Context: an optimization exercise on an open-source flow, tuned for small area, a short achievable clock period and few clock cycles per item. The choices shown serve that exercise and are no tape-out recipe.
No functional check of the RTL was part of any run shown here.
Power and IR drop assume default switching activity.

==> flow/design.v <==
module fa_cell (
    input  logic a,
    input  logic b,
    input  logic ci,
    output logic s,
    output logic co
);
    assign s  = a ^ b ^ ci;
    assign co = (a & b) | (a & ci) | (b & ci);
endmodule
module assignment (
    input logic clk,
    input logic NRST,
    input logic start,
    input logic [10:0] A,
    input logic [10:0] B,
    output logic [20:0] result,
    output logic ready
);
    logic        busy;
    logic        accept;
    logic [10:0] a_value;
    logic [9:0]  b_mod;
    logic [9:0]  b_mod_next;
    logic [20:0] row0, row1;
    logic pp_0_0;
    logic pp_0_1;
    logic pp_0_2;
    logic pp_0_3;
    logic pp_0_4;
    logic pp_0_5;
    logic pp_0_6;
    logic pp_0_7;
    logic pp_0_8;
    logic pp_0_9;
    logic pp_1_0;
    logic pp_1_1;
    logic pp_1_2;
    logic pp_1_3;
    logic pp_1_4;
    logic pp_1_5;
    logic pp_1_6;
    logic pp_1_7;
    logic pp_1_8;
    logic pp_1_9;
    logic pp_2_0;
    logic pp_2_1;
    logic pp_2_2;
    logic pp_2_3;
    logic pp_2_4;
    logic pp_2_5;
    logic pp_2_6;
    logic pp_2_7;
    logic pp_2_8;
    logic pp_2_9;
    logic pp_3_0;
    logic pp_3_1;
    logic pp_3_2;
    logic pp_3_3;
    logic pp_3_4;
    logic pp_3_5;
    logic pp_3_6;
    logic pp_3_7;
    logic pp_3_8;
    logic pp_3_9;
    logic pp_4_0;
    logic pp_4_1;
    logic pp_4_2;
    logic pp_4_3;
    logic pp_4_4;
    logic pp_4_5;
    logic pp_4_6;
    logic pp_4_7;
    logic pp_4_8;
    logic pp_4_9;
    logic pp_5_0;
    logic pp_5_1;
    logic pp_5_2;
    logic pp_5_3;
    logic pp_5_4;
    logic pp_5_5;
    logic pp_5_6;
    logic pp_5_7;
    logic pp_5_8;
    logic pp_5_9;
    logic pp_6_0;
    logic pp_6_1;
    logic pp_6_2;
    logic pp_6_3;
    logic pp_6_4;
    logic pp_6_5;
    logic pp_6_6;
    logic pp_6_7;
    logic pp_6_8;
    logic pp_6_9;
    logic pp_7_0;
    logic pp_7_1;
    logic pp_7_2;
    logic pp_7_3;
    logic pp_7_4;
    logic pp_7_5;
    logic pp_7_6;
    logic pp_7_7;
    logic pp_7_8;
    logic pp_7_9;
    logic pp_8_0;
    logic pp_8_1;
    logic pp_8_2;
    logic pp_8_3;
    logic pp_8_4;
    logic pp_8_5;
    logic pp_8_6;
    logic pp_8_7;
    logic pp_8_8;
    logic pp_8_9;
    logic pp_9_0;
    logic pp_9_1;
    logic pp_9_2;
    logic pp_9_3;
    logic pp_9_4;
    logic pp_9_5;
    logic pp_9_6;
    logic pp_9_7;
    logic pp_9_8;
    logic pp_9_9;
    logic pp_10_0;
    logic pp_10_1;
    logic pp_10_2;
    logic pp_10_3;
    logic pp_10_4;
    logic pp_10_5;
    logic pp_10_6;
    logic pp_10_7;
    logic pp_10_8;
    logic pp_10_9;
    logic s1;
    logic c2;
    logic s3;
    logic c4;
    logic s5;
    logic c6;
    logic s7;
    logic c8;
    logic s9;
    logic c10;
    logic s11;
    logic c12;
    logic s13;
    logic c14;
    logic s15;
    logic c16;
    logic s17;
    logic c18;
    logic s19;
    logic c20;
    logic s21;
    logic c22;
    logic s23;
    logic c24;
    logic s25;
    logic c26;
    logic s27;
    logic c28;
    logic s29;
    logic c30;
    logic s31;
    logic c32;
    logic s33;
    logic c34;
    logic s35;
    logic c36;
    logic s37;
    logic c38;
    logic s39;
    logic c40;
    logic s41;
    logic c42;
    logic s43;
    logic c44;
    logic s45;
    logic c46;
    logic s47;
    logic c48;
    logic s49;
    logic c50;
    logic s51;
    logic c52;
    logic s53;
    logic c54;
    logic s55;
    logic c56;
    logic s57;
    logic c58;
    logic s59;
    logic c60;
    logic s61;
    logic c62;
    logic s63;
    logic c64;
    logic s65;
    logic c66;
    logic s67;
    logic c68;
    logic s69;
    logic c70;
    logic s71;
    logic c72;
    logic s73;
    logic c74;
    logic s75;
    logic c76;
    logic s77;
    logic c78;
    logic s79;
    logic c80;
    logic s81;
    logic c82;
    logic s83;
    logic c84;
    logic s85;
    logic c86;
    logic s87;
    logic c88;
    logic s89;
    logic c90;
    logic s91;
    logic c92;
    logic s93;
    logic c94;
    logic s95;
    logic c96;
    logic s97;
    logic c98;
    logic s99;
    logic c100;
    logic s101;
    logic c102;
    logic s103;
    logic c104;
    logic s105;
    logic c106;
    logic s107;
    logic c108;
    logic s109;
    logic c110;
    logic s111;
    logic c112;
    logic s113;
    logic c114;
    logic s115;
    logic c116;
    logic s117;
    logic c118;
    logic s119;
    logic c120;
    logic s121;
    logic c122;
    logic s123;
    logic c124;
    logic s125;
    logic c126;
    logic s127;
    logic c128;
    logic s129;
    logic c130;
    logic s131;
    logic c132;
    logic s133;
    logic c134;
    logic s135;
    logic c136;
    logic s137;
    logic c138;
    logic s139;
    logic c140;
    logic s141;
    logic c142;
    logic s143;
    logic c144;
    logic s145;
    logic c146;
    logic s147;
    logic c148;
    logic s149;
    logic c150;
    logic s151;
    logic c152;
    logic s153;
    logic c154;
    logic s155;
    logic c156;
    logic s157;
    logic c158;
    logic s159;
    logic c160;
    assign accept = start & ~busy;
    logic       b_ge_1000, b_ge_2000;
    logic [6:0] b_plus3, b_plus6;
    assign b_ge_1000 = B >= 11'd1000;
    assign b_ge_2000 = B >= 11'd2000;
    assign b_plus3 = B[9:3] + 7'd3;
    assign b_plus6 = B[9:3] + 7'd6;
    assign b_mod_next[2:0] = B[2:0];
    assign b_mod_next[9:3] = b_ge_2000 ? b_plus6 : (b_ge_1000 ? b_plus3 : B[9:3]);
    always_ff @(posedge clk) begin
        a_value <= (A & {11{accept}}) | (a_value & {11{~accept}});
        b_mod   <= (b_mod_next & {10{accept}}) | (b_mod & {10{~accept}});
    end
    assign pp_0_0 = ~(a_value[0] & b_mod[0]);
    assign pp_0_1 = ~(a_value[0] & b_mod[1]);
    assign pp_0_2 = ~(a_value[0] & b_mod[2]);
    assign pp_0_3 = ~(a_value[0] & b_mod[3]);
    assign pp_0_4 = ~(a_value[0] & b_mod[4]);
    assign pp_0_5 = ~(a_value[0] & b_mod[5]);
    assign pp_0_6 = ~(a_value[0] & b_mod[6]);
    assign pp_0_7 = ~(a_value[0] & b_mod[7]);
    assign pp_0_8 = ~(a_value[0] & b_mod[8]);
    assign pp_0_9 = ~(a_value[0] & b_mod[9]);
    assign pp_1_0 = ~(a_value[1] & b_mod[0]);
    assign pp_1_1 = ~(a_value[1] & b_mod[1]);
    assign pp_1_2 = ~(a_value[1] & b_mod[2]);
    assign pp_1_3 = ~(a_value[1] & b_mod[3]);
    assign pp_1_4 = ~(a_value[1] & b_mod[4]);
    assign pp_1_5 = ~(a_value[1] & b_mod[5]);
    assign pp_1_6 = ~(a_value[1] & b_mod[6]);
    assign pp_1_7 = ~(a_value[1] & b_mod[7]);
    assign pp_1_8 = ~(a_value[1] & b_mod[8]);
    assign pp_1_9 = ~(a_value[1] & b_mod[9]);
    assign pp_2_0 = ~(a_value[2] & b_mod[0]);
    assign pp_2_1 = ~(a_value[2] & b_mod[1]);
    assign pp_2_2 = ~(a_value[2] & b_mod[2]);
    assign pp_2_3 = ~(a_value[2] & b_mod[3]);
    assign pp_2_4 = ~(a_value[2] & b_mod[4]);
    assign pp_2_5 = ~(a_value[2] & b_mod[5]);
    assign pp_2_6 = ~(a_value[2] & b_mod[6]);
    assign pp_2_7 = ~(a_value[2] & b_mod[7]);
    assign pp_2_8 = ~(a_value[2] & b_mod[8]);
    assign pp_2_9 = ~(a_value[2] & b_mod[9]);
    assign pp_3_0 = ~(a_value[3] & b_mod[0]);
    assign pp_3_1 = ~(a_value[3] & b_mod[1]);
    assign pp_3_2 = ~(a_value[3] & b_mod[2]);
    assign pp_3_3 = ~(a_value[3] & b_mod[3]);
    assign pp_3_4 = ~(a_value[3] & b_mod[4]);
    assign pp_3_5 = ~(a_value[3] & b_mod[5]);
    assign pp_3_6 = ~(a_value[3] & b_mod[6]);
    assign pp_3_7 = ~(a_value[3] & b_mod[7]);
    assign pp_3_8 = ~(a_value[3] & b_mod[8]);
    assign pp_3_9 = ~(a_value[3] & b_mod[9]);
    assign pp_4_0 = ~(a_value[4] & b_mod[0]);
    assign pp_4_1 = ~(a_value[4] & b_mod[1]);
    assign pp_4_2 = ~(a_value[4] & b_mod[2]);
    assign pp_4_3 = ~(a_value[4] & b_mod[3]);
    assign pp_4_4 = ~(a_value[4] & b_mod[4]);
    assign pp_4_5 = ~(a_value[4] & b_mod[5]);
    assign pp_4_6 = ~(a_value[4] & b_mod[6]);
    assign pp_4_7 = ~(a_value[4] & b_mod[7]);
    assign pp_4_8 = ~(a_value[4] & b_mod[8]);
    assign pp_4_9 = ~(a_value[4] & b_mod[9]);
    assign pp_5_0 = ~(a_value[5] & b_mod[0]);
    assign pp_5_1 = ~(a_value[5] & b_mod[1]);
    assign pp_5_2 = ~(a_value[5] & b_mod[2]);
    assign pp_5_3 = ~(a_value[5] & b_mod[3]);
    assign pp_5_4 = ~(a_value[5] & b_mod[4]);
    assign pp_5_5 = ~(a_value[5] & b_mod[5]);
    assign pp_5_6 = ~(a_value[5] & b_mod[6]);
    assign pp_5_7 = ~(a_value[5] & b_mod[7]);
    assign pp_5_8 = ~(a_value[5] & b_mod[8]);
    assign pp_5_9 = ~(a_value[5] & b_mod[9]);
    assign pp_6_0 = ~(a_value[6] & b_mod[0]);
    assign pp_6_1 = ~(a_value[6] & b_mod[1]);
    assign pp_6_2 = ~(a_value[6] & b_mod[2]);
    assign pp_6_3 = ~(a_value[6] & b_mod[3]);
    assign pp_6_4 = ~(a_value[6] & b_mod[4]);
    assign pp_6_5 = ~(a_value[6] & b_mod[5]);
    assign pp_6_6 = ~(a_value[6] & b_mod[6]);
    assign pp_6_7 = ~(a_value[6] & b_mod[7]);
    assign pp_6_8 = ~(a_value[6] & b_mod[8]);
    assign pp_6_9 = ~(a_value[6] & b_mod[9]);
    assign pp_7_0 = ~(a_value[7] & b_mod[0]);
    assign pp_7_1 = ~(a_value[7] & b_mod[1]);
    assign pp_7_2 = ~(a_value[7] & b_mod[2]);
    assign pp_7_3 = ~(a_value[7] & b_mod[3]);
    assign pp_7_4 = ~(a_value[7] & b_mod[4]);
    assign pp_7_5 = ~(a_value[7] & b_mod[5]);
    assign pp_7_6 = ~(a_value[7] & b_mod[6]);
    assign pp_7_7 = ~(a_value[7] & b_mod[7]);
    assign pp_7_8 = ~(a_value[7] & b_mod[8]);
    assign pp_7_9 = ~(a_value[7] & b_mod[9]);
    assign pp_8_0 = ~(a_value[8] & b_mod[0]);
    assign pp_8_1 = ~(a_value[8] & b_mod[1]);
    assign pp_8_2 = ~(a_value[8] & b_mod[2]);
    assign pp_8_3 = ~(a_value[8] & b_mod[3]);
    assign pp_8_4 = ~(a_value[8] & b_mod[4]);
    assign pp_8_5 = ~(a_value[8] & b_mod[5]);
    assign pp_8_6 = ~(a_value[8] & b_mod[6]);
    assign pp_8_7 = ~(a_value[8] & b_mod[7]);
    assign pp_8_8 = ~(a_value[8] & b_mod[8]);
    assign pp_8_9 = ~(a_value[8] & b_mod[9]);
    assign pp_9_0 = ~(a_value[9] & b_mod[0]);
    assign pp_9_1 = ~(a_value[9] & b_mod[1]);
    assign pp_9_2 = ~(a_value[9] & b_mod[2]);
    assign pp_9_3 = ~(a_value[9] & b_mod[3]);
    assign pp_9_4 = ~(a_value[9] & b_mod[4]);
    assign pp_9_5 = ~(a_value[9] & b_mod[5]);
    assign pp_9_6 = ~(a_value[9] & b_mod[6]);
    assign pp_9_7 = ~(a_value[9] & b_mod[7]);
    assign pp_9_8 = ~(a_value[9] & b_mod[8]);
    assign pp_9_9 = ~(a_value[9] & b_mod[9]);
    assign pp_10_0 = ~(a_value[10] & b_mod[0]);
    assign pp_10_1 = ~(a_value[10] & b_mod[1]);
    assign pp_10_2 = ~(a_value[10] & b_mod[2]);
    assign pp_10_3 = ~(a_value[10] & b_mod[3]);
    assign pp_10_4 = ~(a_value[10] & b_mod[4]);
    assign pp_10_5 = ~(a_value[10] & b_mod[5]);
    assign pp_10_6 = ~(a_value[10] & b_mod[6]);
    assign pp_10_7 = ~(a_value[10] & b_mod[7]);
    assign pp_10_8 = ~(a_value[10] & b_mod[8]);
    assign pp_10_9 = ~(a_value[10] & b_mod[9]);
    fa_cell u_ha1 (.a(pp_0_9), .b(pp_1_8), .ci(1'b1), .s(s1), .co(c2));
    fa_cell u_fa1 (.a(pp_10_0), .b(pp_1_9), .ci(pp_2_8), .s(s3), .co(c4));
    fa_cell u_ha2 (.a(pp_10_1), .b(pp_2_9), .ci(1'b1), .s(s5), .co(c6));
    fa_cell u_ha3 (.a(pp_0_6), .b(pp_1_5), .ci(1'b1), .s(s7), .co(c8));
    fa_cell u_fa2 (.a(pp_0_7), .b(pp_1_6), .ci(pp_2_5), .s(s9), .co(c10));
    fa_cell u_ha4 (.a(pp_3_4), .b(pp_4_3), .ci(1'b1), .s(s11), .co(c12));
    fa_cell u_fa3 (.a(pp_0_8), .b(pp_1_7), .ci(pp_2_6), .s(s13), .co(c14));
    fa_cell u_fa4 (.a(pp_3_5), .b(pp_4_4), .ci(pp_5_3), .s(s15), .co(c16));
    fa_cell u_ha5 (.a(pp_6_2), .b(pp_7_1), .ci(1'b1), .s(s17), .co(c18));
    fa_cell u_fa5 (.a(pp_2_7), .b(pp_3_6), .ci(pp_4_5), .s(s19), .co(c20));
    fa_cell u_fa6 (.a(pp_5_4), .b(pp_6_3), .ci(pp_7_2), .s(s21), .co(c22));
    fa_cell u_fa7 (.a(pp_8_1), .b(pp_9_0), .ci(s1), .s(s23), .co(c24));
    fa_cell u_fa8 (.a(pp_3_7), .b(pp_4_6), .ci(pp_5_5), .s(s25), .co(c26));
    fa_cell u_fa9 (.a(pp_6_4), .b(pp_7_3), .ci(pp_8_2), .s(s27), .co(c28));
    fa_cell u_fa10 (.a(pp_9_1), .b(c2), .ci(s3), .s(s29), .co(c30));
    fa_cell u_fa11 (.a(pp_3_8), .b(pp_4_7), .ci(pp_5_6), .s(s31), .co(c32));
    fa_cell u_fa12 (.a(pp_6_5), .b(pp_7_4), .ci(pp_8_3), .s(s33), .co(c34));
    fa_cell u_fa13 (.a(pp_9_2), .b(s5), .ci(c4), .s(s35), .co(c36));
    fa_cell u_fa14 (.a(pp_10_2), .b(pp_3_9), .ci(pp_4_8), .s(s37), .co(c38));
    fa_cell u_fa15 (.a(pp_5_7), .b(pp_6_6), .ci(pp_7_5), .s(s39), .co(c40));
    fa_cell u_fa16 (.a(pp_8_4), .b(pp_9_3), .ci(c6), .s(s41), .co(c42));
    fa_cell u_fa17 (.a(pp_10_3), .b(pp_4_9), .ci(pp_5_8), .s(s43), .co(c44));
    fa_cell u_fa18 (.a(pp_6_7), .b(pp_7_6), .ci(pp_8_5), .s(s45), .co(c46));
    fa_cell u_fa19 (.a(pp_10_4), .b(pp_5_9), .ci(pp_6_8), .s(s47), .co(c48));
    fa_cell u_ha6 (.a(pp_0_4), .b(pp_1_3), .ci(1'b1), .s(s49), .co(c50));
    fa_cell u_fa20 (.a(pp_0_5), .b(pp_1_4), .ci(pp_2_3), .s(s51), .co(c52));
    fa_cell u_ha7 (.a(pp_3_2), .b(pp_4_1), .ci(1'b1), .s(s53), .co(c54));
    fa_cell u_fa21 (.a(pp_2_4), .b(pp_3_3), .ci(pp_4_2), .s(s55), .co(c56));
    fa_cell u_fa22 (.a(pp_5_1), .b(pp_6_0), .ci(s7), .s(s57), .co(c58));
    fa_cell u_fa23 (.a(pp_5_2), .b(pp_6_1), .ci(pp_7_0), .s(s59), .co(c60));
    fa_cell u_fa24 (.a(c8), .b(s11), .ci(s9), .s(s61), .co(c62));
    fa_cell u_fa25 (.a(pp_8_0), .b(c12), .ci(s17), .s(s63), .co(c64));
    fa_cell u_fa26 (.a(c10), .b(s13), .ci(s15), .s(s65), .co(c66));
    fa_cell u_fa27 (.a(c18), .b(c14), .ci(c16), .s(s67), .co(c68));
    fa_cell u_fa28 (.a(s19), .b(s21), .ci(s23), .s(s69), .co(c70));
    fa_cell u_fa29 (.a(c20), .b(c22), .ci(s25), .s(s71), .co(c72));
    fa_cell u_fa30 (.a(s27), .b(c24), .ci(s29), .s(s73), .co(c74));
    fa_cell u_fa31 (.a(c26), .b(c28), .ci(s31), .s(s75), .co(c76));
    fa_cell u_fa32 (.a(s33), .b(c30), .ci(s35), .s(s77), .co(c78));
    fa_cell u_fa33 (.a(c32), .b(c34), .ci(s37), .s(s79), .co(c80));
    fa_cell u_fa34 (.a(s39), .b(s41), .ci(c36), .s(s81), .co(c82));
    fa_cell u_fa35 (.a(pp_9_4), .b(c38), .ci(c40), .s(s83), .co(c84));
    fa_cell u_fa36 (.a(s43), .b(s45), .ci(c42), .s(s85), .co(c86));
    fa_cell u_fa37 (.a(pp_7_7), .b(pp_8_6), .ci(pp_9_5), .s(s87), .co(c88));
    fa_cell u_fa38 (.a(c44), .b(c46), .ci(s47), .s(s89), .co(c90));
    fa_cell u_fa39 (.a(pp_10_5), .b(pp_6_9), .ci(pp_7_8), .s(s91), .co(c92));
    fa_cell u_fa40 (.a(pp_8_7), .b(pp_9_6), .ci(c48), .s(s93), .co(c94));
    fa_cell u_fa41 (.a(pp_10_6), .b(pp_7_9), .ci(pp_8_8), .s(s95), .co(c96));
    fa_cell u_ha8 (.a(pp_0_3), .b(pp_1_2), .ci(1'b1), .s(s97), .co(c98));
    fa_cell u_fa42 (.a(pp_2_2), .b(pp_3_1), .ci(pp_4_0), .s(s99), .co(c100));
    fa_cell u_fa43 (.a(pp_5_0), .b(c50), .ci(s53), .s(s101), .co(c102));
    fa_cell u_fa44 (.a(c54), .b(c52), .ci(s55), .s(s103), .co(c104));
    fa_cell u_fa45 (.a(c56), .b(s59), .ci(c58), .s(s105), .co(c106));
    fa_cell u_fa46 (.a(c60), .b(s63), .ci(c62), .s(s107), .co(c108));
    fa_cell u_fa47 (.a(c64), .b(c66), .ci(s67), .s(s109), .co(c110));
    fa_cell u_fa48 (.a(c68), .b(s71), .ci(c70), .s(s111), .co(c112));
    fa_cell u_fa49 (.a(c72), .b(s75), .ci(s77), .s(s113), .co(c114));
    fa_cell u_fa50 (.a(c76), .b(s79), .ci(c78), .s(s115), .co(c116));
    fa_cell u_fa51 (.a(c80), .b(s83), .ci(s85), .s(s117), .co(c118));
    fa_cell u_fa52 (.a(s87), .b(c84), .ci(s89), .s(s119), .co(c120));
    fa_cell u_fa53 (.a(c88), .b(s91), .ci(c90), .s(s121), .co(c122));
    fa_cell u_fa54 (.a(pp_9_7), .b(c92), .ci(s95), .s(s123), .co(c124));
    fa_cell u_fa55 (.a(pp_10_7), .b(pp_8_9), .ci(pp_9_8), .s(s125), .co(c126));
    fa_cell u_ha9 (.a(pp_0_2), .b(pp_1_1), .ci(1'b1), .s(s127), .co(c128));
    fa_cell u_fa56 (.a(pp_2_1), .b(pp_3_0), .ci(s97), .s(s129), .co(c130));
    fa_cell u_fa57 (.a(c98), .b(s49), .ci(s99), .s(s131), .co(c132));
    fa_cell u_fa58 (.a(c100), .b(s51), .ci(s101), .s(s133), .co(c134));
    fa_cell u_fa59 (.a(c102), .b(s57), .ci(s103), .s(s135), .co(c136));
    fa_cell u_fa60 (.a(c104), .b(s61), .ci(s105), .s(s137), .co(c138));
    fa_cell u_fa61 (.a(s65), .b(c106), .ci(s107), .s(s139), .co(c140));
    fa_cell u_fa62 (.a(s69), .b(c108), .ci(s109), .s(s141), .co(c142));
    fa_cell u_fa63 (.a(c110), .b(s73), .ci(s111), .s(s143), .co(c144));
    fa_cell u_fa64 (.a(c74), .b(c112), .ci(s113), .s(s145), .co(c146));
    fa_cell u_fa65 (.a(s81), .b(s115), .ci(c114), .s(s147), .co(c148));
    fa_cell u_fa66 (.a(c82), .b(s117), .ci(c116), .s(s149), .co(c150));
    fa_cell u_fa67 (.a(c86), .b(s119), .ci(c118), .s(s151), .co(c152));
    fa_cell u_fa68 (.a(s93), .b(s121), .ci(c120), .s(s153), .co(c154));
    fa_cell u_fa69 (.a(c94), .b(s123), .ci(c122), .s(s155), .co(c156));
    fa_cell u_fa70 (.a(c96), .b(s125), .ci(c124), .s(s157), .co(c158));
    fa_cell u_fa71 (.a(pp_10_8), .b(pp_9_9), .ci(c126), .s(s159), .co(c160));
    assign row0 = {1'b1, pp_10_9, s159, s157, s155, s153, s151, c148, c146, c144, c142, c140, c138, c136, c134, c132, c130, c128, pp_2_0, pp_0_1, pp_0_0};
    assign row1 = {1'b1, c160, c158, c156, c154, c152, c150, s149, s147, s145, s143, s141, s139, s137, s135, s133, s131, s129, s127, pp_1_0, 1'b1};
    logic [8:0] blk0;
    assign blk0 = ~({1'b0, row0[7:0]} + {1'b0, row1[7:0]} + 9'd1);
    logic [5:0] blk1;
    assign blk1 = ~({1'b0, row0[12:8]} + {1'b0, row1[12:8]} + 6'd1);
    logic [4:0] blk2;
    assign blk2 = ~({1'b0, row0[16:13]} + {1'b0, row1[16:13]} + 5'd1);
    logic [4:0] blk3;
    assign blk3 = ~({1'b0, row0[20:17]} + {1'b0, row1[20:17]} + 5'd1);
    logic [20:0] sum_q;
    logic [2:0] gen_q;
    logic [2:1] prop_q;
    always_ff @(posedge clk) begin
        sum_q[7:0] <= blk0[7:0];
        gen_q[0] <= blk0[8];
        sum_q[12:8] <= blk1[4:0];
        gen_q[1] <= blk1[5];
        prop_q[1] <= &blk1[4:0];
        sum_q[16:13] <= blk2[3:0];
        gen_q[2] <= blk2[4];
        prop_q[2] <= &blk2[3:0];
        sum_q[20:17] <= blk3[3:0];
    end
    logic [3:1] cin;
    assign cin[1] = gen_q[0];
    assign cin[2] = gen_q[1] | (prop_q[1] & cin[1]);
    assign cin[3] = gen_q[2] | (prop_q[2] & cin[2]);
    assign result[7:0] = sum_q[7:0];
    assign result[8] = sum_q[8] ^ cin[1];
    assign result[9] = sum_q[9] ^ (cin[1] & (&sum_q[8:8]));
    assign result[10] = sum_q[10] ^ (cin[1] & (&sum_q[9:8]));
    assign result[11] = sum_q[11] ^ (cin[1] & (&sum_q[10:8]));
    assign result[12] = sum_q[12] ^ (cin[1] & (&sum_q[11:8]));
    assign result[13] = sum_q[13] ^ cin[2];
    assign result[14] = sum_q[14] ^ (cin[2] & (&sum_q[13:13]));
    assign result[15] = sum_q[15] ^ (cin[2] & (&sum_q[14:13]));
    assign result[16] = sum_q[16] ^ (cin[2] & (&sum_q[15:13]));
    assign result[17] = sum_q[17] ^ cin[3];
    assign result[18] = sum_q[18] ^ (cin[3] & (&sum_q[17:17]));
    assign result[19] = sum_q[19] ^ (cin[3] & (&sum_q[18:17]));
    assign result[20] = sum_q[20] ^ (cin[3] & (&sum_q[19:17]));
    always_ff @(posedge clk or negedge NRST) begin
        if (!NRST) begin
            busy  <= 1'b0;
            ready <= 1'b0;
        end else begin
            busy  <= accept;
            ready <= busy | (ready & ~start);
        end
    end
endmodule
==> flow/flow/run.sh <==
#!/bin/bash
# The standard layout (the standard.sh: ORFS synthesis to final layout),
# with smaller port buffers and no clock-tree dummy loads.
set -euo pipefail
export BUFFER_PORTS_ARGS="-buffer_cell ${PORT_BUF:-sky130_fd_sc_hd__buf_1}"
export CTS_ARGS="-sink_clustering_enable -repair_clock_nets -dont_use_dummy_load"
bash standard.sh > standard.log 2>&1
==> flow/constraint.sdc <==
create_clock -name core_clock -period 12.5 [get_ports {clk}]
set_input_delay 2.5000 -clock core_clock [delete_from_list [all_inputs] [get_ports {clk}]]
set_output_delay 2.5000 -clock core_clock [all_outputs]
set_load 0.01 [all_outputs]
==> flow/standard.sh <==
#!/bin/bash
# synth_recipe.tcl (not shown) runs the flow's synth.tcl, then flattens the netlist and writes it again
# the make line also repeats each setting of config.mk as NAME=value (left out here)
make -C /OpenROAD-flow-scripts/flow DESIGN_CONFIG=/design/flow/config.mk WORK_HOME=/design/flow/orfs CLKGATE_MAP_FILE= SYNTH_SCRIPT=/design/flow/synth_recipe.tcl "${@:-finish}"
==> flow/config.mk <==
export PLATFORM = sky130hd
export DESIGN_NAME = assignment
export DESIGN_NICKNAME = assignment
export VERILOG_FILES = /design/flow/design.v
export SDC_FILE = /design/flow/constraint.sdc
export NUM_CORES = 4
export LEC_CHECK = 0
export CAP_MARGIN = 20
export CORE_MARGIN = 2
export CORE_UTILIZATION = 40
export SLEW_MARGIN = 20
export SYNTH_HIERARCHICAL = 1
export SYNTH_MINIMUM_KEEP_SIZE = 0
==> results.py, run 1 <==
metrics = {
    "cts": {
        "numClockSinks": 49,
        "clockBufferDepth": 2,
        "cts_inserted_buffers": 5,
        "cts_post_setup_buffers_inserted": 0,
        "clkTransAtPathRegs_ns": 0.07,
        "ctsHoldBuffers": 0,
        "tritoncts_clock_tree": "done",
        "clock_latency_ns": 0.29,
        "cts.repair.resized": 0,
        "ctsRootBufferMaster": "sky130_fd_sc_hd__clkbuf_16",
        "htree_num_levels": 2,
    },
    "timing": {
        "period_share": 0.3390,
        "post_route_setup_tns_ns": 0,
        "report.final.slew_viol_count": 0,
        "setup_skew_after_layout_ns": 0.02101,
        "max_freq_mhz": 236.0,
        "setup_violations": 0,
        "rsz0062_at_grt": "no",
        "finalCriticalPeriod_ns": 4.238,
        "hold_viol_final": 0,
    },
    "die": {
        "floorplan.die.width_um": 111.5,
        "initial_core_util": 0.4079,
        "row_count": 39,
        "top_level_ports": 47,
        "design.die.area_um2": 12420,
        "die_y_um": 111.5,
        "design.core.area_um2": 11320,
    },
    "synth": {
        "ys_types": 43,
        "synth_ff_type": "sky130_fd_sc_hd__dfxtp_1",
        "yosys.area.top_type_share": 0.3641,
        "async_flop_share": 0.04082,
        "synth-seq-area-share": 0.2601,
        "synth.area.top_cells": "sky130_fd_sc_hd__fa_1 36%, sky130_fd_sc_hd__edfxtp_1 14%, sky130_fd_sc_hd__dfxtp_1 11%",
        "syn_area_um2": 4618,
        "synth.largest_area_cell": "sky130_fd_sc_hd__fa_1",
        "post_synthesis_average_cell_area_um2": 10.76,
        "yosys_warnings": 7,
        "synth_edf_count": 21,
        "ys_seq_elements": 49,
        "postSynthCellCount": 429,
    },
    "grt": {
        "use_met1": 0.1956,
        "via_count_of_the_first_global_routing_pass": 3315,
        "grt_use_total": 0.1548,
        "global_route.overflow_total": 0,
        "maximum_number_of_pins_on_one_net_before_global_route_repair": 23,
        "grt.busiest_layer": "met2",
        "wire_length_of_the_first_global_routing_pass_um": 15540,
        "grt_antenna_before_repair": 0,
        "use_met3": 0.03048,
        "met2_usage": 0.2772,
    },
    "critical_path": {
        "critical_path_peak_fanout": 11,
        "worstSetupStartpointType": "flop",
        "reg2reg_to": "prop_q[1]",
        "worst-endpoint-required_ns": 12.72,
        "worst_r2r_path_depth": 11,
        "timing_worst_setup_path_type": "reg -> reg",
        "ff2ff_setup_slack_ns": 8.26,
        "timing.critical_path.to_type": "flop",
        "worst_ep_arrival_time_ns": 4.46,
    },
    "routing": {
        "detail_route.drc_violations": 0,
        "drtAntennaViolNets": 0,
        "via_per_inst": 5.103,
        "detail_route.wirelength_um": 8755,
        "drt_first_pass_iters": 4,
        "via_count": 3062,
        "post_drt_wl_per_cell_um": 14.59,
        "first_iter_violations": 161,
    },
    "layout": {
        "layout_commonest_cell": "sky130_fd_sc_hd__nand2_1",
        "share_of_final_layout_standard_cells_stronger_than_drive_strength_1": 0.02626,
        "nNetsFinal": 595,
        "n_antenna_cell": 0,
        "syn2layout_area_growth_pct": 7.559,
        "layout_common_cells": "112 x sky130_fd_sc_hd__nand2_1, 84 x sky130_fd_sc_hd__fa_1, 46 x sky130_fd_sc_hd__buf_1",
        "fill_cells": 1099,
    },
    "hold_path": {
        "hold_depth": 1,
        "hold_path.startpoint": "busy",
        "hold_path.class": "reg -> reg",
        "endpoint_of_the_worst_hold_timing_path": "ready",
    },
    "power_and_ir_drop": {
        "power.density_nw_per_um2": 190.5,
        "p_total_mw": 0.9462,
        "cellLeakagePower_nw": 1.941,
        "vdd_ir_drop_max_mv": 0.1321,
    },
    "placed_design": {
        "gp_routability_congestion": 0.8614,
        "dpl.hpwl_um": 6729,
        "buffer_ports.inserted": 46,
    },
    "flow_run": {
        "maximum_capacitance_violations": 0,
    },
    "run_status": {
        "status": "complete, no violations",
    },
}
-- metrics by stage --
step                      hold WS [ns]  instances  utilization  setup slack (ns)  area [um2]
after global placement          0.4355        595       0.4277             8.263        4842
final                           0.4557        600       0.4388             8.262        4967
after CTS                       0.4582        600       0.4388             8.253        4967
after global routing            0.4733        600       0.4388             8.020        4967
after floorplan                 0.4287        437            -             8.533        4648
after detailed placement        0.4415        595       0.4277             8.104        4842
-- area by class of cell --
class / instances / area, um2 / area share
Sequential cell: 49 / 1201 / 0.2418
Timing Repair Buffer: 47 / 180.2 / 0.03627
Inverter: 26 / 97.59 / 0.01965
Clock buffer: 5 / 125.1 / 0.02519
Tap cell: 143 / 178.9 / 0.03602
Multi-Input combinational cell: 330 / 3184 / 0.6411
-- layer usage --
layer / vias up / wire length [um]
met2: 79 / 4486
li1: 1413 / -
met4: 0 / 123
met5: - / 0
met1: 1559 / 3764
met3: 11 / 382
-- modules after synthesis (local to each module, per instance) --
module / cells / area, um2 / copies in the design
assignment: 349 / 3017 / 1
fa_cell: 1 / 20.02 / 80
-- critical path: stages (launching register included) --
cell                       delay [ns]
sky130_fd_sc_hd__edfxtp_1        0.60
sky130_fd_sc_hd__nand2_1         0.15
sky130_fd_sc_hd__fa_1            0.58
sky130_fd_sc_hd__fa_1            0.46
sky130_fd_sc_hd__fa_1            0.40
sky130_fd_sc_hd__fa_1            0.51
sky130_fd_sc_hd__fa_1            0.41
sky130_fd_sc_hd__ha_1            0.33
sky130_fd_sc_hd__a21o_1          0.19
sky130_fd_sc_hd__a21oi_1         0.16
sky130_fd_sc_hd__xor2_1          0.20
sky130_fd_sc_hd__and3_1          0.18
-- synth_stat cells (2+ instances only) --
library cell	instances
sky130_fd_sc_hd__nand2_1	112
sky130_fd_sc_hd__fa_1	84
sky130_fd_sc_hd__ha_1	27
sky130_fd_sc_hd__dfxtp_1	26
sky130_fd_sc_hd__inv_1	26
sky130_fd_sc_hd__clkbuf_1	22
sky130_fd_sc_hd__edfxtp_1	21
sky130_fd_sc_hd__a21oi_1	12
sky130_fd_sc_hd__xor2_1	12
sky130_fd_sc_hd__a21o_1	11
sky130_fd_sc_hd__xnor2_1	10
sky130_fd_sc_hd__buf_4	8
sky130_fd_sc_hd__o21ai_0	7
sky130_fd_sc_hd__nor2_1	5
sky130_fd_sc_hd__and2_1	4
sky130_fd_sc_hd__and3_1	4
sky130_fd_sc_hd__nand2b_1	3
sky130_fd_sc_hd__nor3_1	3
sky130_fd_sc_hd__a311oi_1	2
sky130_fd_sc_hd__and4_1	2
sky130_fd_sc_hd__buf_6	2
sky130_fd_sc_hd__dfrtp_1	2
sky130_fd_sc_hd__nand3_1	2
sky130_fd_sc_hd__nand4_1	2
sky130_fd_sc_hd__o21a_1	2
-- power breakdown --
| part | internal (mW) | switching [mW] | leakage (nW) |
|---|---|---|---|
| clock network | 0.0709 | 0.0556 | 0.0616 |
| logic | 0.268 | 0.302 | 1.44 |
| registers | 0.220 | 0.0301 | 0.443 |
-- worst max-delay path by stage --
stage	from	end	cells after the start
finish	flop	prop_q[1]	11
global placement	B[4]	flop	8
floorplan	flop	prop_q[1]	12
detailed placement	B[4]	flop	8
CTS	flop	prop_q[1]	11
global route	flop	prop_q[1]	11
-- cells by family after synthesis --
logic type | synth area share
buffers and inverters | 0.05689
DFF | 0.2601
adders and majority gates | 0.4373
other | 0.0008120
muxes | 0.002438
and+or+nand+nor | 0.1319
AOI/OAI and AO/OA | 0.06882
xor gates and xnor gates | 0.04172
==> run 2, diff against run 1 <==
--- a/flow/design.v
+++ b/flow/design.v
@@ -509,5 +509,4 @@
     logic [20:0] sum_q;
     logic [2:0] gen_q;
-    logic [2:1] prop_q;
     always_ff @(posedge clk) begin
         sum_q[7:0] <= blk0[7:0];
@@ -515,10 +514,11 @@
         sum_q[12:8] <= blk1[4:0];
         gen_q[1] <= blk1[5];
-        prop_q[1] <= &blk1[4:0];
         sum_q[16:13] <= blk2[3:0];
         gen_q[2] <= blk2[4];
-        prop_q[2] <= &blk2[3:0];
         sum_q[20:17] <= blk3[3:0];
     end
+    logic [2:1] prop_q;
+    assign prop_q[1] = &sum_q[12:8];
+    assign prop_q[2] = &sum_q[16:13];
     logic [3:1] cin;
     assign cin[1] = gen_q[0];
==> run 2 against run 1 <==
Cell count down 1.5%; sequential power hardly changed; largest cell class unchanged; sequential share of layout area is 0.65 points lower; critical path type is now reg -> out; hold slack gained 0.032 ns.
==> results.py, run 2 <==
metrics = {
    "run_status": {
        "status": "complete, no violations",
    },
    "power_and_ir_drop": {
        "power.density_nw_per_um2": 186.0,
        "cellLeakagePower_nw": 1.917,
        "vdd_ir_drop_max_mv": 0.08921,
        "p_total_mw": 0.9179,
    },
    "routing": {
        "post_drt_wl_per_cell_um": 14.50,
        "via_count": 2971,
        "detail_route.drc_violations": 0,
        "first_iter_violations": 132,
        "drtAntennaViolNets": 0,
        "via_per_inst": 5.027,
        "drt_first_pass_iters": 5,
        "detail_route.wirelength_um": 8569,
    },
    "layout": {
        "layout_common_cells": "112 x sky130_fd_sc_hd__nand2_1, 84 x sky130_fd_sc_hd__fa_1, 46 x sky130_fd_sc_hd__buf_1",
        "n_antenna_cell": 0,
        "nNetsFinal": 586,
        "syn2layout_area_growth_pct": 8.114,
        "final_cells": 591,
        "share_of_final_layout_standard_cells_stronger_than_drive_strength_1": 0.03571,
        "postLayoutCoreUtil": 0.4378,
        "layout_commonest_cell": "sky130_fd_sc_hd__nand2_1",
    },
    "cts": {
        "clock_latency_ns": 0.29,
        "cts_inserted_buffers": 5,
        "clockBufferDepth": 2,
        "ctsHoldBuffers": 0,
        "tritoncts_clock_tree": "done",
        "clkTransAtPathRegs_ns": 0.07,
        "cts.repair.resized": 0,
        "htree_num_levels": 2,
        "ctsRootBufferMaster": "sky130_fd_sc_hd__clkbuf_16",
        "numClockSinks": 47,
        "cts_post_setup_buffers_inserted": 0,
    },
    "flow_run": {
        "maximum_capacitance_violations": 0,
    },
    "synth": {
        "async_flop_share": 0.04255,
        "synth-seq-area-share": 0.2544,
        "yosys.area.top_type_share": 0.3684,
        "synth_ff_type": "sky130_fd_sc_hd__dfxtp_1",
        "post_synthesis_average_cell_area_um2": 10.89,
        "yosys_warnings": 7,
        "synth.area.top_cells": "sky130_fd_sc_hd__fa_1 37%, sky130_fd_sc_hd__edfxtp_1 14%, sky130_fd_sc_hd__dfxtp_1 11%",
        "postSynthCellCount": 419,
        "yosys-top-cells-count": "112 x sky130_fd_sc_hd__nand2_1, 84 x sky130_fd_sc_hd__fa_1, 27 x sky130_fd_sc_hd__ha_1",
        "syn_area_um2": 4564,
        "synth.largest_area_cell": "sky130_fd_sc_hd__fa_1",
        "synth_edf_count": 21,
        "ys_types": 44,
        "synth_most_common_cell": "sky130_fd_sc_hd__nand2_1",
        "ys_seq_elements": 47,
    },
    "critical_path": {
        "cells_along_the_critical_path": "and4_4, a31o_4, a41oi_4, inv_1, ha_1, xor2_1, buf_1",
        "ff2ff_setup_slack_ns": 8.43,
        "critical_path_peak_fanout": 3,
        "cp_slowest_stage_delay_ns": 0.31,
        "crit_path_top_delay_cell": "sky130_fd_sc_hd__dfxtp_1",
        "critPathTopFamily": "compound AO/OA/AOI/OAI gates",
        "timing.critical_path.to_type": "output port",
        "worst_ep_arrival_time_ns": 1.85,
        "worstPathBufferInverterCount": 2,
        "timing_worst_setup_path_type": "reg -> out",
        "worst_r2r_path_depth": 12,
        "reg2reg_to": "gen_q[2]",
        "worstSetupStartpointType": "flop",
        "worst-endpoint-required_ns": 10.00,
    },
    "die": {
        "row_count": 39,
        "initial_core_util": 0.4049,
        "design.die.area_um2": 12280,
        "floorplan.die.width_um": 110.8,
        "top_level_ports": 47,
        "die_y_um": 110.8,
        "design.core.area_um2": 11270,
    },
    "timing": {
        "report.final.slew_viol_count": 0,
        "period_share": 0.3479,
        "post_route_setup_tns_ns": 0,
        "setup_violations": 0,
        "max_freq_mhz": 229.9,
        "finalCriticalPeriod_ns": 4.349,
        "rsz0062_at_grt": "no",
        "slew_headroom": 0.5908,
        "setup_skew_after_layout_ns": 0.02005,
        "worst_tran_pin_value_ns": 0.6123,
        "hold_viol_final": 0,
    },
    "grt": {
        "grt_antenna_before_repair": 0,
        "maximum_number_of_pins_on_one_net_before_global_route_repair": 23,
        "via_count_of_the_first_global_routing_pass": 3249,
        "grt_use_total": 0.1543,
        "global_route.overflow_total": 0,
        "wire_length_of_the_first_global_routing_pass_um": 15270,
    },
    "placed_design": {
        "gp_routability_congestion": 0.8256,
        "dpl.hpwl_um": 6728,
        "buffer_ports.inserted": 46,
        "dpl.cell_count": 586,
    },
    "hold_path": {
        "endpoint_of_the_worst_hold_timing_path": "ready",
        "hold_depth": 1,
        "hold_path.class": "reg -> reg",
        "hold_path.startpoint": "ready",
    },
}
## run 2: final cells by class
class / instances / area [um2]
Tap cell: 143 / 178.9
Timing Repair Buffer: 46 / 172.7
Fill cell: 1070 / 6337
Inverter: 22 / 82.58
Multi-Input combinational cell: 328 / 3214
Sequential cell: 47 / 1161
Clock buffer: 5 / 125.1
## run 2: how the worst max path moves through the flow
stage               from         end  slack (ns)  cells past startpoint
6_report       sum_q[10]  result[18]        8.15                      7
4_1_cts        sum_q[10]  result[18]        8.12                      7
2_1_floorplan  sum_q[10]  result[18]        8.56                      6
5_1_grt        sum_q[10]  result[18]        8.06                      7
3_3_place_gp        B[4]        flop        8.40                      7
3_5_place_dp        B[4]        flop        8.35                      7
## run 2: kinds of logic (layout without fill, tap and decap cells)
group / Yosys count / after routing / share of synthesized area
buffers and inverters: 52 / 73 / 0.04962
AOI/OAI and AO/OA: 38 / 38 / 0.06524
and+or+nand+nor: 144 / 144 / 0.1354
xor gates and xnor gates: 22 / 22 / 0.04222
adders and majority gates: 111 / 111 / 0.4424
muxes: 4 / 4 / 0.009868
other: 1 / 9 / 0.0008216
DFF: 47 / 47 / 0.2544
## run 2: worst register-to-register path: stages (launching register included)
cell and delay, ns:
sky130_fd_sc_hd__edfxtp_1 0.61, sky130_fd_sc_hd__nand2_1 0.14, sky130_fd_sc_hd__fa_1 0.55, sky130_fd_sc_hd__fa_1 0.45, sky130_fd_sc_hd__fa_1 0.39, sky130_fd_sc_hd__fa_1 0.46, sky130_fd_sc_hd__fa_1 0.40, sky130_fd_sc_hd__inv_1 0.07
sky130_fd_sc_hd__ha_1 0.15, sky130_fd_sc_hd__inv_1 0.06, sky130_fd_sc_hd__fa_1 0.39, sky130_fd_sc_hd__a21o_1 0.17, sky130_fd_sc_hd__a21oi_1 0.14
## run 2: stage by stage
stage	instance area [um2]	setup WS (ns)	hold slack, ns
final	4935	8.151	0.4881
after global routing	4935	8.057	0.5005
after CTS	4930	8.115	0.4798
after detailed placement	4805	8.347	0.4645
after global placement	4805	8.397	0.4555
after floorplan	4594	8.565	0.4287
## run 2: modules after synthesis (local to each module, per instance)
module | cells inside | times used
assignment | 339 | 1
fa_cell | 1 | 80
## run 2: where the power goes
group	total [mW]	switching, mW	leakage [nW]	internal [mW]
logic	0.549	0.285	1.43	0.264
clock network	0.122	0.0511	0.0616	0.0706
registers	0.247	0.0344	0.426	0.213
total	0.918	0.371	1.92	0.547
## run 2: metal layers
layer	vias up	routed length, um	global-route usage
li1	1389	-	-
met1	1500	3687	0.1913
met2	73	4332	0.2736
met3	9	420	0.03226
met4	0	128	0.04250
met5	-	0	0
==> run 3, diff against run 2 <==
--- a/flow/config.mk
+++ b/flow/config.mk
@@ -6,4 +6,5 @@
 export NUM_CORES = 4
 export LEC_CHECK = 0
+export ABC_CLOCK_PERIOD_IN_PS = 3000
 export CAP_MARGIN = 20
 export CORE_MARGIN = 2
==> run 3 against run 2 <==
First-iteration DRC count unchanged; clock skew unchanged; critical endpoint unchanged; cell count stayed put; non-clock buffer count stayed put; routed wire length stayed put; hold slack unchanged; total power did not move; still clean on timing, DRC and antenna; fmax did not move; sequential share of layout area did not move; via count stayed put; largest cell class unchanged; setup slack did not move.
==> results.py, run 3 <==
metrics = {
    "synth": {
        "ys_types": 44,
        "post_synthesis_average_cell_area_um2": 10.89,
        "synth.largest_area_cell": "sky130_fd_sc_hd__fa_1",
        "synth.area.top_cells": "sky130_fd_sc_hd__fa_1 37%, sky130_fd_sc_hd__edfxtp_1 14%, sky130_fd_sc_hd__dfxtp_1 11%",
        "yosys-top-cells-count": "112 x sky130_fd_sc_hd__nand2_1, 84 x sky130_fd_sc_hd__fa_1, 27 x sky130_fd_sc_hd__ha_1",
        "yosys_warnings": 7,
        "synth_ff_type": "sky130_fd_sc_hd__dfxtp_1",
        "synth_edf_count": 21,
        "postSynthCellCount": 419,
        "synth-seq-area-share": 0.2544,
        "yosys.area.top_type_share": 0.3684,
        "async_flop_share": 0.04255,
        "syn_area_um2": 4564,
        "ys_seq_elements": 47,
        "synth_most_common_cell": "sky130_fd_sc_hd__nand2_1",
    },
    "run_status": {
        "status": "complete, no violations",
    },
    "timing": {
        "report.final.slew_viol_count": 0,
        "setup_skew_after_layout_ns": 0.02005,
        "slew_headroom": 0.5908,
        "rsz0062_at_grt": "no",
        "setup_violations": 0,
        "finalCriticalPeriod_ns": 4.349,
        "worst_tran_pin_value_ns": 0.6123,
        "max_freq_mhz": 229.9,
        "hold_viol_final": 0,
        "post_route_setup_tns_ns": 0,
        "period_share": 0.3479,
    },
    "cts": {
        "tritoncts_clock_tree": "done",
        "clkTransAtPathRegs_ns": 0.07,
        "cts_inserted_buffers": 5,
        "ctsHoldBuffers": 0,
        "clockBufferDepth": 2,
        "numClockSinks": 47,
        "ctsRootBufferMaster": "sky130_fd_sc_hd__clkbuf_16",
        "htree_num_levels": 2,
        "cts_post_setup_buffers_inserted": 0,
        "cts.repair.resized": 0,
        "clock_latency_ns": 0.29,
    },
    "die": {
        "initial_core_util": 0.4049,
        "top_level_ports": 47,
        "row_count": 39,
        "design.die.area_um2": 12280,
        "design.core.area_um2": 11270,
        "die_y_um": 110.8,
        "floorplan.die.width_um": 110.8,
    },
    "layout": {
        "fill_cells": 1070,
        "layout_common_cells": "112 x sky130_fd_sc_hd__nand2_1, 84 x sky130_fd_sc_hd__fa_1, 46 x sky130_fd_sc_hd__buf_1",
        "n_antenna_cell": 0,
        "layout_commonest_cell": "sky130_fd_sc_hd__nand2_1",
        "syn2layout_area_growth_pct": 8.114,
        "design_area_um2": 4935,
        "nNetsFinal": 586,
        "share_of_final_layout_standard_cells_stronger_than_drive_strength_1": 0.03571,
    },
    "placed_design": {
        "placement.cell_area_um2": 4805,
        "dpl.hpwl_um": 6728,
        "buffer_ports.inserted": 46,
        "gp_routability_congestion": 0.8256,
    },
    "routing": {
        "drtAntennaViolNets": 0,
        "detail_route.wirelength_um": 8569,
        "wirelength_met1_um": 3687,
        "first_iter_violations": 132,
        "wl_met3_um": 420,
        "via_per_inst": 5.027,
        "drt_first_pass_iters": 5,
        "via_count": 2971,
        "top_signal_layer_used": "met4",
        "post_drt_wl_per_cell_um": 14.50,
        "dr_wl_met2_um": 4332,
        "detail_route.drc_violations": 0,
    },
    "power_and_ir_drop": {
        "vdd_ir_drop_max_mv": 0.08921,
        "cellLeakagePower_nw": 1.917,
        "power.density_nw_per_um2": 186.0,
    },
    "critical_path": {
        "cp-startpoint": "sum_q[10]",
        "cp_slowest_stage_delay_ns": 0.31,
        "crit_path_top_delay_cell": "sky130_fd_sc_hd__dfxtp_1",
        "critical_path_peak_fanout": 3,
        "worst-endpoint-required_ns": 10.00,
        "worstSetupStartpointType": "flop",
        "ff2ff_setup_slack_ns": 8.43,
        "reg2reg_to": "gen_q[2]",
        "worst_r2r_path_depth": 12,
        "worstPathBufferInverterCount": 2,
        "timing_worst_setup_path_type": "reg -> out",
        "worst_ep_arrival_time_ns": 1.85,
        "cells_along_the_critical_path": "and4_4, a31o_4, a41oi_4, inv_1, ha_1, xor2_1, buf_1",
        "timing.critical_path.to_type": "output port",
        "critPathTopFamily": "compound AO/OA/AOI/OAI gates",
    },
    "flow_run": {
        "maximum_capacitance_violations": 0,
    },
    "hold_path": {
        "hold_path.class": "reg -> reg",
        "hold_path.startpoint": "ready",
        "hold_depth": 1,
        "endpoint_of_the_worst_hold_timing_path": "ready",
    },
    "grt": {
        "grt_use_total": 0.1543,
        "global_route.overflow_total": 0,
        "grt_antenna_before_repair": 0,
        "wire_length_of_the_first_global_routing_pass_um": 15270,
        "via_count_of_the_first_global_routing_pass": 3249,
        "maximum_number_of_pins_on_one_net_before_global_route_repair": 23,
    },
}
run 3: modules after synthesis (local to each module, per instance):
| module | cell area (um2) | flip-flops and latches |
|---|---|---|
| assignment | 2963 | 47 |
| fa_cell | 20.02 | 0 |
run 3: per-layer routing:
metal  track usage  vias up
li1              -     1389
met5             0        -
met4       0.04250        0
met2        0.2736       73
met3       0.03226        9
met1        0.1913     1500
run 3: how the worst max path moves through the flow:
| stage | endpoint | slack [ns] | depth (start not counted) |
|---|---|---|---|
| 6_report | result[18] | 8.15 | 7 |
| 5_1_grt | result[18] | 8.06 | 7 |
| 4_1_cts | result[18] | 8.12 | 7 |
| 3_5_place_dp | flop | 8.35 | 7 |
| 3_3_place_gp | flop | 8.40 | 7 |
| 2_1_floorplan | result[18] | 8.56 | 6 |
run 3: final cells by class:
| type | instances | area [um2] | share of cell area |
|---|---|---|---|
| Multi-Input combinational cell | 328 | 3214 | 0.6514 |
| Sequential cell | 47 | 1161 | 0.2353 |
| Tap cell | 143 | 178.9 | 0.03626 |
| Timing Repair Buffer | 46 | 172.7 | 0.03499 |
| Clock buffer | 5 | 125.1 | 0.02535 |
| Inverter | 22 | 82.58 | 0.01673 |
run 3: stage by stage:
stage	hold slack, ns	setup slack, ns	total power, mW	utilization	instances
after floorplan	0.4287	8.565	0.6956	-	427
after global placement	0.4555	8.397	0.8017	0.4262	586
after detailed placement	0.4645	8.347	0.8116	0.4262	586
after CTS	0.4798	8.115	0.9404	0.4373	591
after global routing	0.5005	8.057	1.029	0.4378	591
final	0.4881	8.151	0.9179	0.4378	591
run 3: cells by family (layout without fill, tap and decap cells):
logic type               after synthesis  after routing  synth area share
multiplexers                           4              4          0.009868
AO/OA/AOI/OAI                         38             38           0.06524
adder cells (fa/ha/maj)              111            111            0.4424
buffers and inverters                 52             73           0.04962
AND/OR/NAND/NOR                      144            144            0.1354
other                                  1              9         0.0008216
flip-flops                            47             47            0.2544
XOR/XNOR                              22             22           0.04222
run 3: power breakdown:
part	internal [mW]	leakage [nW]	switching, mW
Sequential	0.213	0.426	0.0344
Combinational	0.264	1.43	0.285
Clock	0.0706	0.0616	0.0511
==> run 4, diff against run 3 <==
--- a/flow/design.v
+++ b/flow/design.v
@@ -296,14 +296,14 @@
     assign accept = start & ~busy;
     logic       b_ge_1000, b_ge_2000;
-    logic [6:0] b_plus3, b_plus6;
+    logic [6:0] b_add;
     assign b_ge_1000 = B >= 11'd1000;
     assign b_ge_2000 = B >= 11'd2000;
-    assign b_plus3 = B[9:3] + 7'd3;
-    assign b_plus6 = B[9:3] + 7'd6;
-    assign b_mod_next[2:0] = B[2:0];
-    assign b_mod_next[9:3] = b_ge_2000 ? b_plus6 : (b_ge_1000 ? b_plus3 : B[9:3]);
+    assign b_add = b_ge_2000 ? 7'd6 : (b_ge_1000 ? 7'd3 : 7'd0);
+    assign b_mod_next = {7'(B[9:3] + b_add), B[2:0]};
     always_ff @(posedge clk) begin
-        a_value <= (A & {11{accept}}) | (a_value & {11{~accept}});
-        b_mod   <= (b_mod_next & {10{accept}}) | (b_mod & {10{~accept}});
+        if (accept) begin
+            a_value <= A;
+            b_mod   <= b_mod_next;
+        end
     end
     assign pp_0_0 = ~(a_value[0] & b_mod[0]);
@@ -509,4 +509,5 @@
     logic [20:0] sum_q;
     logic [2:0] gen_q;
+    logic [2:1] prop_q;
     always_ff @(posedge clk) begin
         sum_q[7:0] <= blk0[7:0];
@@ -514,29 +515,48 @@
         sum_q[12:8] <= blk1[4:0];
         gen_q[1] <= blk1[5];
+        prop_q[1] <= &(row0[12:8] ^ row1[12:8]);
         sum_q[16:13] <= blk2[3:0];
         gen_q[2] <= blk2[4];
+        prop_q[2] <= &(row0[16:13] ^ row1[16:13]);
         sum_q[20:17] <= blk3[3:0];
     end
-    logic [2:1] prop_q;
-    assign prop_q[1] = &sum_q[12:8];
-    assign prop_q[2] = &sum_q[16:13];
     logic [3:1] cin;
     assign cin[1] = gen_q[0];
-    assign cin[2] = gen_q[1] | (prop_q[1] & cin[1]);
-    assign cin[3] = gen_q[2] | (prop_q[2] & cin[2]);
+    assign cin[2] = (gen_q[0] & prop_q[1]) | gen_q[1];
+    assign cin[3] = (gen_q[0] & prop_q[1] & prop_q[2]) | (gen_q[1] & prop_q[2]) | gen_q[2];
     assign result[7:0] = sum_q[7:0];
     assign result[8] = sum_q[8] ^ cin[1];
-    assign result[9] = sum_q[9] ^ (cin[1] & (&sum_q[8:8]));
-    assign result[10] = sum_q[10] ^ (cin[1] & (&sum_q[9:8]));
-    assign result[11] = sum_q[11] ^ (cin[1] & (&sum_q[10:8]));
-    assign result[12] = sum_q[12] ^ (cin[1] & (&sum_q[11:8]));
+    logic ones9;
+    assign ones9 = &sum_q[8:8];
+    assign result[9] = sum_q[9] ^ (ones9 & cin[1]);
+    logic ones10;
+    assign ones10 = &sum_q[9:8];
+    assign result[10] = sum_q[10] ^ (ones10 & cin[1]);
+    logic ones11;
+    assign ones11 = &sum_q[10:8];
+    assign result[11] = sum_q[11] ^ (ones11 & cin[1]);
+    logic ones12;
+    assign ones12 = &sum_q[11:8];
+    assign result[12] = sum_q[12] ^ (ones12 & cin[1]);
     assign result[13] = sum_q[13] ^ cin[2];
-    assign result[14] = sum_q[14] ^ (cin[2] & (&sum_q[13:13]));
-    assign result[15] = sum_q[15] ^ (cin[2] & (&sum_q[14:13]));
-    assign result[16] = sum_q[16] ^ (cin[2] & (&sum_q[15:13]));
+    logic ones14;
+    assign ones14 = &sum_q[13:13];
+    assign result[14] = sum_q[14] ^ (ones14 & cin[2]);
+    logic ones15;
+    assign ones15 = &sum_q[14:13];
+    assign result[15] = sum_q[15] ^ (ones15 & cin[2]);
+    logic ones16;
+    assign ones16 = &sum_q[15:13];
+    assign result[16] = sum_q[16] ^ (ones16 & cin[2]);
     assign result[17] = sum_q[17] ^ cin[3];
-    assign result[18] = sum_q[18] ^ (cin[3] & (&sum_q[17:17]));
-    assign result[19] = sum_q[19] ^ (cin[3] & (&sum_q[18:17]));
-    assign result[20] = sum_q[20] ^ (cin[3] & (&sum_q[19:17]));
+    logic ones18;
+    assign ones18 = &sum_q[17:17];
+    assign result[18] = sum_q[18] ^ (ones18 & cin[3]);
+    logic ones19;
+    assign ones19 = &sum_q[18:17];
+    assign result[19] = sum_q[19] ^ (ones19 & cin[3]);
+    logic ones20;
+    assign ones20 = &sum_q[19:17];
+    assign result[20] = sum_q[20] ^ (ones20 & cin[3]);
     always_ff @(posedge clk or negedge NRST) begin
         if (!NRST) begin
==> flow/flow/run.sh (replaced) <==
#!/bin/bash
# The standard layout (the standard.sh: ORFS synthesis to final layout),
# with smaller port buffers and no clock-tree dummy loads.
set -euo pipefail
export BUFFER_PORTS_ARGS="-buffer_cell ${PORT_BUF:-sky130_fd_sc_hd__buf_1}"
export CTS_ARGS="-sink_clustering_enable -repair_clock_nets -dont_use_dummy_load -buf_list sky130_fd_sc_hd__clkbuf_8"
bash standard.sh > standard.log 2>&1
--- a/flow/config.mk
+++ b/flow/config.mk
@@ -6,8 +6,7 @@
 export NUM_CORES = 4
 export LEC_CHECK = 0
-export ABC_CLOCK_PERIOD_IN_PS = 3000
 export CAP_MARGIN = 20
 export CORE_MARGIN = 2
-export CORE_UTILIZATION = 40
+export CORE_UTILIZATION = 65
 export SLEW_MARGIN = 20
 export SYNTH_HIERARCHICAL = 1
==> run 4 against run 3 <==
Design area is 5.4% lower; critical path depth is 1 lower; die area down 39%; sequential share of layout area increased by 2.2 points; largest power group unchanged.
==> results.py, run 4 <==
metrics = {
    "synth": {
        "syn_area_um2": 4429,
        "yosys.area.top_type_share": 0.3842,
        "postSynthCellCount": 405,
        "synth.area.top_cells": "sky130_fd_sc_hd__fa_1 38%, sky130_fd_sc_hd__edfxtp_1 14%, sky130_fd_sc_hd__dfxtp_1 12%",
        "synth_edf_count": 21,
        "synth-seq-area-share": 0.2712,
        "synth_ff_type": "sky130_fd_sc_hd__dfxtp_1",
        "ys_types": 32,
        "yosys_warnings": 7,
        "synth.largest_area_cell": "sky130_fd_sc_hd__fa_1",
        "async_flop_share": 0.04082,
        "synth_most_common_cell": "sky130_fd_sc_hd__nand2_1",
        "post_synthesis_average_cell_area_um2": 10.94,
        "ys_seq_elements": 49,
        "yosys-top-cells-count": "112 x sky130_fd_sc_hd__nand2_1, 85 x sky130_fd_sc_hd__fa_1, 26 x sky130_fd_sc_hd__dfxtp_1",
    },
    "layout": {
        "flip_flop_count_of_the_largest_register_after_layout": 21,
        "area_taken_by_flip_flops_and_latches_um2": 1201,
        "share_of_final_layout_standard_cells_stronger_than_drive_strength_1": 0.01835,
        "layout_commonest_cell": "sky130_fd_sc_hd__nand2_1",
        "syn2layout_area_growth_pct": 5.424,
        "fill_cells": 524,
        "postLayoutCoreUtil": 0.6989,
        "layout_common_cells": "112 x sky130_fd_sc_hd__nand2_1, 85 x sky130_fd_sc_hd__fa_1, 46 x sky130_fd_sc_hd__buf_1",
        "n_antenna_cell": 0,
        "top_regs": "sum_q (21), a_value (11), b_mod (10)",
        "nNetsFinal": 573,
        "top_register_by_number_of_flip_flops": "sum_q",
        "multi_input_comb_area_um2": 3044,
    },
    "critical_path": {
        "worstSetupStartpointType": "flop",
        "timing_worst_setup_path_type": "reg -> out",
        "worst_ep_arrival_time_ns": 1.70,
        "worst-endpoint-required_ns": 10.00,
        "critical_path_peak_fanout": 4,
        "timing.critical_path.to_type": "output port",
    },
    "grt": {
        "grt_use_total": 0.2421,
        "via_count_of_the_first_global_routing_pass": 3080,
        "grt_antenna_before_repair": 0,
        "global_route.overflow_total": 0,
        "wire_length_of_the_first_global_routing_pass_um": 14040,
        "maximum_number_of_pins_on_one_net_before_global_route_repair": 23,
    },
    "cts": {
        "htree_num_levels": 2,
        "clkTransAtPathRegs_ns": 0.10,
        "clock_latency_ns": 0.31,
        "cts.repair.resized": 0,
        "numClockSinks": 49,
        "tritoncts_clock_tree": "done",
        "clockBufferDepth": 2,
        "cts_inserted_buffers": 5,
        "ctsRootBufferMaster": "sky130_fd_sc_hd__clkbuf_8",
        "cts_post_setup_buffers_inserted": 0,
        "ctsHoldBuffers": 0,
    },
    "timing": {
        "period_share": 0.3358,
        "post_route_setup_tns_ns": 0,
        "setup_skew_after_layout_ns": 0.03573,
        "layout_setup_ws_ns": 8.303,
        "report.final.slew_viol_count": 0,
        "max_freq_mhz": 238.3,
        "hold_viol_final": 0,
        "setup_violations": 0,
        "finalCriticalPeriod_ns": 4.197,
        "rsz0062_at_grt": "no",
    },
    "die": {
        "design.die.area_um2": 7491,
        "floorplan.die.width_um": 86.55,
        "die_y_um": 86.55,
        "initial_core_util": 0.6629,
        "row_count": 30,
        "top_level_ports": 47,
        "design.core.area_um2": 6681,
    },
    "placed_design": {
        "gp_routability_congestion": 0.8409,
        "dpl.hpwl_um": 5993,
        "pre_cts_ws_ns": 8.037,
        "buffer_ports.inserted": 46,
    },
    "routing": {
        "detail_route.wirelength_um": 7678,
        "first_iter_violations": 160,
        "via_per_inst": 5.484,
        "post_drt_wl_per_cell_um": 14.88,
        "via_count": 2830,
        "drt_first_pass_iters": 4,
        "detail_route.drc_violations": 0,
        "drtAntennaViolNets": 0,
    },
    "power_and_ir_drop": {
        "vdd_ir_drop_max_mv": 0.1159,
        "cellLeakagePower_nw": 1.833,
        "p_total_mw": 0.9137,
        "power.density_nw_per_um2": 195.7,
    },
    "hold_path": {
        "hold_path.class": "reg -> reg",
    },
    "run_status": {
        "status": "complete, no violations",
    },
    "flow_run": {
        "maximum_capacitance_violations": 0,
    },
}
run 4: final cells by class:
| class | count | area share |
|---|---|---|
| multi-input cells | 315 | 0.6519 |
| flip-flops and latches | 49 | 0.2572 |
| repair buffers | 47 | 0.03859 |
| well taps | 80 | 0.02144 |
| inverters | 20 | 0.01608 |
| clock buffers | 5 | 0.01474 |
run 4: kinds of logic after synthesis:
kind of cell / count (synthesis) / synth area share
AOI/OAI and AO/OA: 34 / 0.04887
DFF: 49 / 0.2712
adders and majority gates: 110 / 0.4548
other: 1 / 0.0008466
and+or+nand+nor: 137 / 0.1266
buffers and inverters: 49 / 0.04831
xor gates and xnor gates: 25 / 0.04944
run 4: metrics by stage:
stage	instance area [um2]	hold slack, ns	std cells
after floorplan	4459	0.4287	413
after global placement	4601	0.4364	511
after detailed placement	4601	0.4530	511
after CTS	4669	0.4777	516
after global routing	4669	0.4977	516
final	4669	0.4709	516
run 4: critical path, cell delays in order (launching register included):
cell and delay [ns]:
sky130_fd_sc_hd__dfxtp_1 0.35, sky130_fd_sc_hd__a21o_2 0.23, sky130_fd_sc_hd__a21oi_1 0.25, sky130_fd_sc_hd__inv_1 0.08, sky130_fd_sc_hd__ha_1 0.19, sky130_fd_sc_hd__xor2_1 0.16, sky130_fd_sc_hd__buf_1 0.17
run 4: path summary, 6_finish.rpt:
kind,startpoint,end,slack [ns],cells past startpoint
max,gen_q[0],result[18],8.30,6
max reg2reg,b_mod[1],gen_q[2],8.43,12
min reg2reg,busy,ready,0.47,1
min in group asynchronous,NRST,ready,1.95,1
min,busy,ready,0.47,1
max in group asynchronous,NRST,busy,10.43,1
run 4: Yosys stat by module, one instance, submodules excluded:
module,area (um2),times used,cells,flip-flops and latches
assignment,2828,1,325,49
fa_cell,20.02,80,1,0
run 4: power breakdown:
| part | total (mW) | switching (mW) | internal, mW |
|---|---|---|---|
| combinational | 0.579 | 0.311 | 0.268 |
| clock | 0.0834 | 0.0472 | 0.0362 |
| sequential | 0.251 | 0.0309 | 0.220 |
| total | 0.914 | 0.389 | 0.525 |
run 4: metal layers:
metal	wire, um	share of wire	global-route usage	vias up
met2	4126	0.54	0.4280	74
met1	3134	0.41	0.3252	1426
met5	0	0	0	-
li1	-	-	-	1321
met3	328	0.043	0.02952	9
met4	89	0.012	0.05256	0

-- separate check: timing with driven ports --
In the flow no input, the clock included, has a driving cell. The finished layouts below were timed again as built, in two steps. Step 1 sets driving cells, clkbuf_16 on the clock port and buf_2 on the other inputs (assumed; they add their load-dependent delay and slew). Step 2 moves the port delays by t, midway between the first and last clock arrival at a register: inputs arrive t later, outputs are due t later. That takes back most of the time a late clock gives input paths. Slacks: ideal ports / drivers / drivers and shift; pairs: ideal ports / drivers.
run | shift t [ns] | setup slack, ns | latest minus earliest clock arrival (ns)
run 1 | 0.321 | 8.262 / 8.262 / 8.116 | 0.021 / 0.022
run 2 | 0.322 | 8.151 / 8.112 / 8.331 | 0.020 / 0.021
run 3 | 0.322 | 8.151 / 8.112 / 8.331 | 0.020 / 0.021
run 4 | 0.325 | 8.303 / 8.272 / 8.058 | 0.036 / 0.035
After both steps setup and hold are still met in every run listed. For run 4, which loses most, drivers alone change the setup slack by -0.031 ns; drivers and shift together by -0.245 ns.
